From an optimization exercise on the open Yosys and OpenROAD flow, aimed at small area, a short achievable clock period and few clock cycles per item; shortcuts taken in it are not production practice.

==> flow/design.v <==
module e203_muldiv (
  input         clk,
  input         rst_n,
  input         i_valid,
  output        i_ready,
  input  [2:0]  i_op,
  input  [31:0] i_rs1,
  input  [31:0] i_rs2,
  output        o_valid,
  input         o_ready,
  output [31:0] o_wdat
);
  function [5:0] bitlen;
    input [31:0] v;
    integer i;
    begin
      bitlen = 0;
      for (i = 0; i < 32; i = i + 1)
        if (v[i]) bitlen = i + 1;
    end
  endfunction
  function [2:0] bsel;
    input [2:0] b;
    begin
      bsel[2] = b[0] ^ b[1];
      bsel[1] = (b[2] & ~b[1] & ~b[0]) | (~b[2] & b[1] & b[0]);
      bsel[0] = b[2];
    end
  endfunction
  reg busy, done;
  wire start = i_valid & ~busy;
  assign o_valid = done;
  assign i_ready = done & o_ready;
  wire fin = done & o_ready;
  reg        isdiv, rop, qneg, anr, bz, dsub;
  reg [3:0]  osl, osh;     
  reg        dnorm, dfix;     
  reg [5:0]  cnt;
  reg [34:0] mc;           
  reg [33:0] pl;
  reg [33:0] acc;          
  reg [2:0]  s0, s1;       
  reg        p0, p1;       
  wire op_div = i_op[2];
  wire [32:0] xin = {(i_op[1:0] != 2'd3) & i_rs1[31], i_rs1};
  wire [32:0] yin = {(i_op[1] == 1'b0) & i_rs2[31], i_rs2};
  function [1:0] wcls;
    input [32:0] v;
    begin
      if (v[32:8] == {25{v[32]}}) wcls = 2'd0;
      else if (v[32:12] == {21{v[32]}}) wcls = 2'd1;
      else if (v[32:16] == {17{v[32]}}) wcls = 2'd2;
      else wcls = 2'd3;
    end
  endfunction
  wire [1:0] cx = wcls(xin);
  wire [1:0] cy = wcls(yin);
  wire swap = cx < cy;
  wire [1:0] cm = swap ? cx : cy;
  wire [32:0] mpl = swap ? xin : yin;
  wire [32:0] mcd = swap ? yin : xin;
  wire [33:0] tx = {34{xin[0]}} & {yin[32], yin};
  wire [33:0] ty = {34{yin[0]}} & {xin[32], xin};
  wire [33:0] t0 = swap ? tx : ty;
  wire [7:0] bx0 = {bsel({xin[2:1], 1'b0}), bsel(xin[4:2]), xin[2], xin[4]};
  wire [7:0] by0 = {bsel({yin[2:1], 1'b0}), bsel(yin[4:2]), yin[2], yin[4]};
  wire [7:0] bs0 = swap ? bx0 : by0;
  wire [3:0] ohx = 4'b0001 << cx;
  wire [3:0] ohy = 4'b0001 << cy;
  wire [3:0] ohm = swap ? ohx : ohy;
  wire a_neg = ~i_op[0] & i_rs1[31];
  wire b_neg = ~i_op[0] & i_rs2[31];
  wire [31:0] ax = i_rs1 ^ {32{a_neg}};
  wire [31:0] bx = i_rs2 ^ {32{b_neg}};
  wire [5:0] ma_c = bitlen(ax);
  wire [5:0] mb_c = bitlen(bx);
  wire bzero = (i_rs2 == 32'd0);
  function [31:0] pfor;
    input [31:0] v;
    integer i;
    begin
      pfor[31] = v[31];
      for (i = 30; i >= 0; i = i - 1) pfor[i] = pfor[i + 1] | v[i];
    end
  endfunction
  wire [31:0] ta0 = pfor(ax), tb0 = pfor(bx);
  wire [32:0] ta = a_neg ? {ta0, 1'b1} : {1'b0, ta0};
  wire [32:0] tb = {1'b0, tb0};
  wire dskip = bzero | (|(tb & ~ta));
  wire [5:0] qs = pl[5:0] + {5'd0, anr} - pl[11:6];
  function [37:0] pp;
    input [2:0] s;
    input [34:0] x;
    reg [37:0] xe;
    begin
      xe = {{3{x[34]}}, x};
      pp = (({38{s[2]}} & xe) | ({38{s[1]}} & {xe[36:0], 1'b0})) ^ {38{s[0]}};
    end
  endfunction
  wire [37:0] ra = {{4{acc[33]}}, acc};
  wire [37:0] rb = pp(s0, mc);
  wire [37:0] rc = {pp(s1, mc), {2{s1[0]}}};    
  wire [37:0] sx = ra ^ rb ^ rc;
  wire [37:0] cx1 = {(ra[36:0] & rb[36:0]) | (ra[36:0] & rc[36:0]) | (rb[36:0] & rc[36:0]), p0};
  wire [37:0] sum = sx + cx1 + {37'd0, p1};
  wire acc_ok = (sum[37] == anr);       
  always @(posedge clk or negedge rst_n) begin
    if (!rst_n) begin
      busy <= 1'b0;
      done <= 1'b0;
    end else if (fin) begin
      busy <= 1'b0;
      done <= 1'b0;
    end else if (start) begin
      busy <= 1'b1;
      done <= op_div & dskip;
    end else if (busy & ~done) begin
      done <= isdiv ? (dfix ? 1'b1 : dnorm ? 1'b0 : (cnt == 6'd1) & ~(rop ? anr : qneg))
                    : (cnt == 6'd1);
    end
  end
  wire [4:0] mnext = pl[8:4];
  always @(posedge clk) begin
    if (start) begin
      isdiv <= op_div;
      rop <= i_op[1];
      bz <= bzero;
      qneg <= (a_neg ^ b_neg) & ~dskip;
      osl <= (i_op[1:0] == 2'd0) ? ohm : 4'b0000;
      osh <= (i_op[1:0] != 2'd0) ? ohm : 4'b0000;
      anr <= a_neg;
      dsub <= ~(a_neg ^ b_neg);
      if (op_div) begin
        dnorm <= ~dskip;
        dfix <= 1'b0;
        acc <= {{2{a_neg}}, i_rs1};
        mc <= {{3{b_neg}}, i_rs2};
        pl <= {22'd0, {mb_c, ma_c} & {12{~dskip}}};    
        s0 <= {2'b00, a_neg};
        s1 <= 3'b000;
        p0 <= 1'b0;
        p1 <= 1'b0;
      end else begin
        dnorm <= 1'b0;
        dfix <= 1'b0;
        cnt <= {2'b00, ohm[3], ohm[2], ohm[1] | ohm[0], ohm[1]};    
        acc <= {t0[33], t0[33:1]};
        mc <= {{2{mcd[32]}}, mcd};
        pl <= {t0[0], mpl[32:1], 1'b0};
        {s0, s1, p0, p1} <= bs0;
      end
    end else if (busy & ~done) begin
      if (isdiv) begin
        if (dnorm) begin
          dnorm <= 1'b0;
          cnt <= qs + 6'd1;
          mc <= mc << qs;
          pl <= 34'd0;
          acc <= sum[33:0];
          s0 <= {2'b10, dsub};
          p0 <= dsub;
          p1 <= 1'b0;
        end else if (dfix) begin
          acc <= sum[33:0];
        end else begin
          cnt <= cnt - 6'd1;
          mc <= {mc[34], mc[34:1]};
          if (cnt == 6'd1 & ~rop & qneg) acc <= 34'd0;
          else if (acc_ok) acc <= sum[33:0];
          pl <= {pl[32:0], acc_ok};
          if (cnt == 6'd1) begin
            dfix <= rop ? anr : qneg;
            mc <= {2'b00, pl[31:0], acc_ok};
            s0 <= rop ? 3'b000 : 3'b101;
            p0 <= ~rop;
            p1 <= rop;
          end
        end
      end else begin
        cnt <= cnt - 6'd1;
        acc <= sum[37:4];
        pl <= {sum[3:0], pl[33:4]};
        s0 <= bsel(mnext[2:0]);
        s1 <= bsel(mnext[4:2]);
        p0 <= mnext[2];
        p1 <= mnext[4];
      end
    end
  end
  wire [63:0] p0w = {{21{acc[33]}}, acc, pl[33:25]};
  wire [63:0] p1w = {{17{acc[33]}}, acc, pl[33:21]};
  wire [63:0] p2w = {{13{acc[33]}}, acc, pl[33:17]};
  wire [63:0] p3w = {acc[30:0], pl[33:1]};
  wire [31:0] mres = ({32{osl[0]}} & p0w[31:0]) | ({32{osl[1]}} & p1w[31:0])
                   | ({32{osl[2]}} & p2w[31:0]) | ({32{osl[3]}} & p3w[31:0])
                   | ({32{osh[0]}} & p0w[63:32]) | ({32{osh[1]}} & p1w[63:32])
                   | ({32{osh[2]}} & p2w[63:32]) | ({32{osh[3]}} & p3w[63:32]);
  wire [31:0] dres = (rop | qneg) ? acc[31:0] : (bz ? 32'hFFFFFFFF : pl[31:0]);
  assign o_wdat = isdiv ? dres : mres;
endmodule
==> flow/config.mk <==
export PLATFORM = sky130hd
export DESIGN_NAME = e203_muldiv
export DESIGN_NICKNAME = e203_muldiv
export VERILOG_FILES = /design/flow/design.v
export SDC_FILE = /design/flow/constraint.sdc
export NUM_CORES = 8
export LEC_CHECK = 0
export ABC_AREA = 1
export CAP_MARGIN = 5
export CORE_MARGIN = 2
export CORE_UTILIZATION = 45
export CTS_BUF_LIST = sky130_fd_sc_hd__clkbuf_8 sky130_fd_sc_hd__clkbuf_16
export SLEW_MARGIN = 5
==> flow/constraint.sdc <==
create_clock -name core_clock -period 11.0 [get_ports {clk}]
set_input_delay 2.2000 -clock core_clock [delete_from_list [all_inputs] [get_ports {clk}]]
set_output_delay 2.2000 -clock core_clock [all_outputs]
set_load 0.01 [all_outputs]
standard.sh (not shown) runs the stock make flow with config.mk's settings and CLKGATE_MAP_FILE= SYNTH_SCRIPT=/design/flow/synth_recipe.tcl, a recipe that flattens the netlist after the stock synthesis.
==> flow/flow/run.sh <==
#!/bin/bash
# The standard layout (the standard.sh, unchanged synthesis) with three
# changes to how it is made:
#  - ports are buffered with a plain buffer (not a delay cell),
#  - the resizer may change a cell's drive strength even when that changes
#    the cell's width (MATCH_CELL_FOOTPRINT 0),
#  - timing repair aims for more setup slack than the design's clock needs.
set -euo pipefail
MARGIN=$(cat flow/margin.txt)
bash standard.sh SETUP_SLACK_MARGIN=$MARGIN MATCH_CELL_FOOTPRINT=0 \
  "BUFFER_PORTS_ARGS=-buffer_cell sky130_fd_sc_hd__buf_2" finish > run_make.log 2>&1
==> flow/flow/margin.txt <==
6.0
Edit:
--- a/flow/design.v
+++ b/flow/design.v
@@ -41,36 +41,26 @@
   reg [33:0] acc;          
   reg [2:0]  s0, s1;       
   reg        p0, p1;       
   wire op_div = i_op[2];
   wire [32:0] xin = {(i_op[1:0] != 2'd3) & i_rs1[31], i_rs1};
   wire [32:0] yin = {(i_op[1] == 1'b0) & i_rs2[31], i_rs2};
-  function [1:0] wcls;
-    input [32:0] v;
-    begin
-      if (v[32:8] == {25{v[32]}}) wcls = 2'd0;
-      else if (v[32:12] == {21{v[32]}}) wcls = 2'd1;
-      else if (v[32:16] == {17{v[32]}}) wcls = 2'd2;
-      else wcls = 2'd3;
-    end
-  endfunction
-  wire [1:0] cx = wcls(xin);
-  wire [1:0] cy = wcls(yin);
-  wire swap = cx < cy;
-  wire [1:0] cm = swap ? cx : cy;
+  wire fx0 = (xin[32:8] == {25{xin[32]}}), fy0 = (yin[32:8] == {25{yin[32]}});
+  wire fx1 = (xin[32:12] == {21{xin[32]}}), fy1 = (yin[32:12] == {21{yin[32]}});
+  wire fx2 = (xin[32:16] == {17{xin[32]}}), fy2 = (yin[32:16] == {17{yin[32]}});
+  wire swap = (fx0 & ~fy0) | (fx1 & ~fy1) | (fx2 & ~fy2);
+  wire f0 = fx0 | fy0, f1 = fx1 | fy1, f2 = fx2 | fy2;
+  wire [3:0] ohm = {~f2, f2 & ~f1, f1 & ~f0, f0};
   wire [32:0] mpl = swap ? xin : yin;
   wire [32:0] mcd = swap ? yin : xin;
   wire [33:0] tx = {34{xin[0]}} & {yin[32], yin};
   wire [33:0] ty = {34{yin[0]}} & {xin[32], xin};
   wire [33:0] t0 = swap ? tx : ty;
   wire [7:0] bx0 = {bsel({xin[2:1], 1'b0}), bsel(xin[4:2]), xin[2], xin[4]};
   wire [7:0] by0 = {bsel({yin[2:1], 1'b0}), bsel(yin[4:2]), yin[2], yin[4]};
   wire [7:0] bs0 = swap ? bx0 : by0;
-  wire [3:0] ohx = 4'b0001 << cx;
-  wire [3:0] ohy = 4'b0001 << cy;
-  wire [3:0] ohm = swap ? ohx : ohy;
   wire a_neg = ~i_op[0] & i_rs1[31];
   wire b_neg = ~i_op[0] & i_rs2[31];
   wire [31:0] ax = i_rs1 ^ {32{a_neg}};
   wire [31:0] bx = i_rs2 ^ {32{b_neg}};
   wire [5:0] ma_c = bitlen(ax);
   wire [5:0] mb_c = bitlen(bx);
@@ -130,66 +120,66 @@
       osh <= (i_op[1:0] != 2'd0) ? ohm : 4'b0000;
       anr <= a_neg;
       dsub <= ~(a_neg ^ b_neg);
       if (op_div) begin
         dnorm <= ~dskip;
         dfix <= 1'b0;
-        acc <= {{2{a_neg}}, i_rs1};
         mc <= {{3{b_neg}}, i_rs2};
         pl <= {22'd0, {mb_c, ma_c} & {12{~dskip}}};    
         s0 <= {2'b00, a_neg};
         s1 <= 3'b000;
         p0 <= 1'b0;
         p1 <= 1'b0;
       end else begin
         dnorm <= 1'b0;
         dfix <= 1'b0;
         cnt <= {2'b00, ohm[3], ohm[2], ohm[1] | ohm[0], ohm[1]};    
-        acc <= {t0[33], t0[33:1]};
         mc <= {{2{mcd[32]}}, mcd};
         pl <= {t0[0], mpl[32:1], 1'b0};
         {s0, s1, p0, p1} <= bs0;
       end
     end else if (busy & ~done) begin
       if (isdiv) begin
         if (dnorm) begin
           dnorm <= 1'b0;
           cnt <= qs + 6'd1;
           mc <= mc << qs;
           pl <= 34'd0;
-          acc <= sum[33:0];
           s0 <= {2'b10, dsub};
           p0 <= dsub;
           p1 <= 1'b0;
         end else if (dfix) begin
-          acc <= sum[33:0];
         end else begin
           cnt <= cnt - 6'd1;
           mc <= {mc[34], mc[34:1]};
-          if (cnt == 6'd1 & ~rop & qneg) acc <= 34'd0;
-          else if (acc_ok) acc <= sum[33:0];
           pl <= {pl[32:0], acc_ok};
           if (cnt == 6'd1) begin
             dfix <= rop ? anr : qneg;
             mc <= {2'b00, pl[31:0], acc_ok};
             s0 <= rop ? 3'b000 : 3'b101;
             p0 <= ~rop;
             p1 <= rop;
           end
         end
       end else begin
         cnt <= cnt - 6'd1;
-        acc <= sum[37:4];
         pl <= {sum[3:0], pl[33:4]};
         s0 <= bsel(mnext[2:0]);
         s1 <= bsel(mnext[4:2]);
         p0 <= mnext[2];
         p1 <= mnext[4];
       end
     end
   end
+  wire [33:0] sum_al = isdiv ? sum[33:0] : sum[37:4];
+  wire [33:0] acc_early = ~start ? ((isdiv & ~dnorm & ~dfix & (cnt == 6'd1) & ~rop & qneg) ? 34'd0 : acc)
+                        : op_div ? {{2{a_neg}}, i_rs1} : {t0[33], t0[33:1]};
+  wire take_sum = ~start & (~isdiv | dnorm | dfix | acc_ok)
+                & ~(isdiv & ~dnorm & ~dfix & (cnt == 6'd1) & ~rop & qneg);
+  always @(posedge clk)
+    if (start | (busy & ~done)) acc <= take_sum ? sum_al : acc_early;
   wire [63:0] p0w = {{21{acc[33]}}, acc, pl[33:25]};
   wire [63:0] p1w = {{17{acc[33]}}, acc, pl[33:21]};
   wire [63:0] p2w = {{13{acc[33]}}, acc, pl[33:17]};
   wire [63:0] p3w = {acc[30:0], pl[33:1]};
   wire [31:0] mres = ({32{osl[0]}} & p0w[31:0]) | ({32{osl[1]}} & p1w[31:0])
                    | ({32{osl[2]}} & p2w[31:0]) | ({32{osl[3]}} & p3w[31:0])
What happened: The new run ran to the end with no violations. Cell count goes up by a few percent. Routed wire length came out lower slightly. Worst setup slack improves by 0.025 ns. Design area went up by a few percent. Global-route usage went down by 1.7 points. Flip-flop and latch count is unchanged.
No run of this note included a check of the RTL's function; only the layout flow was run.

port drivers added, routing unchanged:
The flow's constraints put no driver on any port. The routed layouts listed below were extracted and timed again, unchanged, in two steps.
Step 1 sets driving cells, clkbuf_16 on the clock port and buf_2 on the other inputs (assumed; they add their load-dependent delay and slew).
Step 2 times the ports against the registers' clock, not the clock port: input delays grow and output delays shrink by t, the midpoint of the rising clock arrivals with the driver on.
a / b / c = no drivers / after step 1 / after step 2; a / b = the first two.
run	shift t [ns]	setup WS [ns]	hold slack, ns	clock arrival spread, ns	slew at the worst register clock pin (ns)
the first run	0.487	5.922 / 5.874 / 5.480	0.569 / 0.569 / 0.569	0.012 / 0.012	0.07 / 0.07
the second run	0.506	5.947 / 5.917 / 5.435	0.535 / 0.535 / 0.535	0.015 / 0.015	0.08 / 0.08
After both steps every run listed still meets setup and hold. For the second run, which loses most, drivers alone change the setup slack by -0.030 ns; drivers and shift together by -0.512 ns.
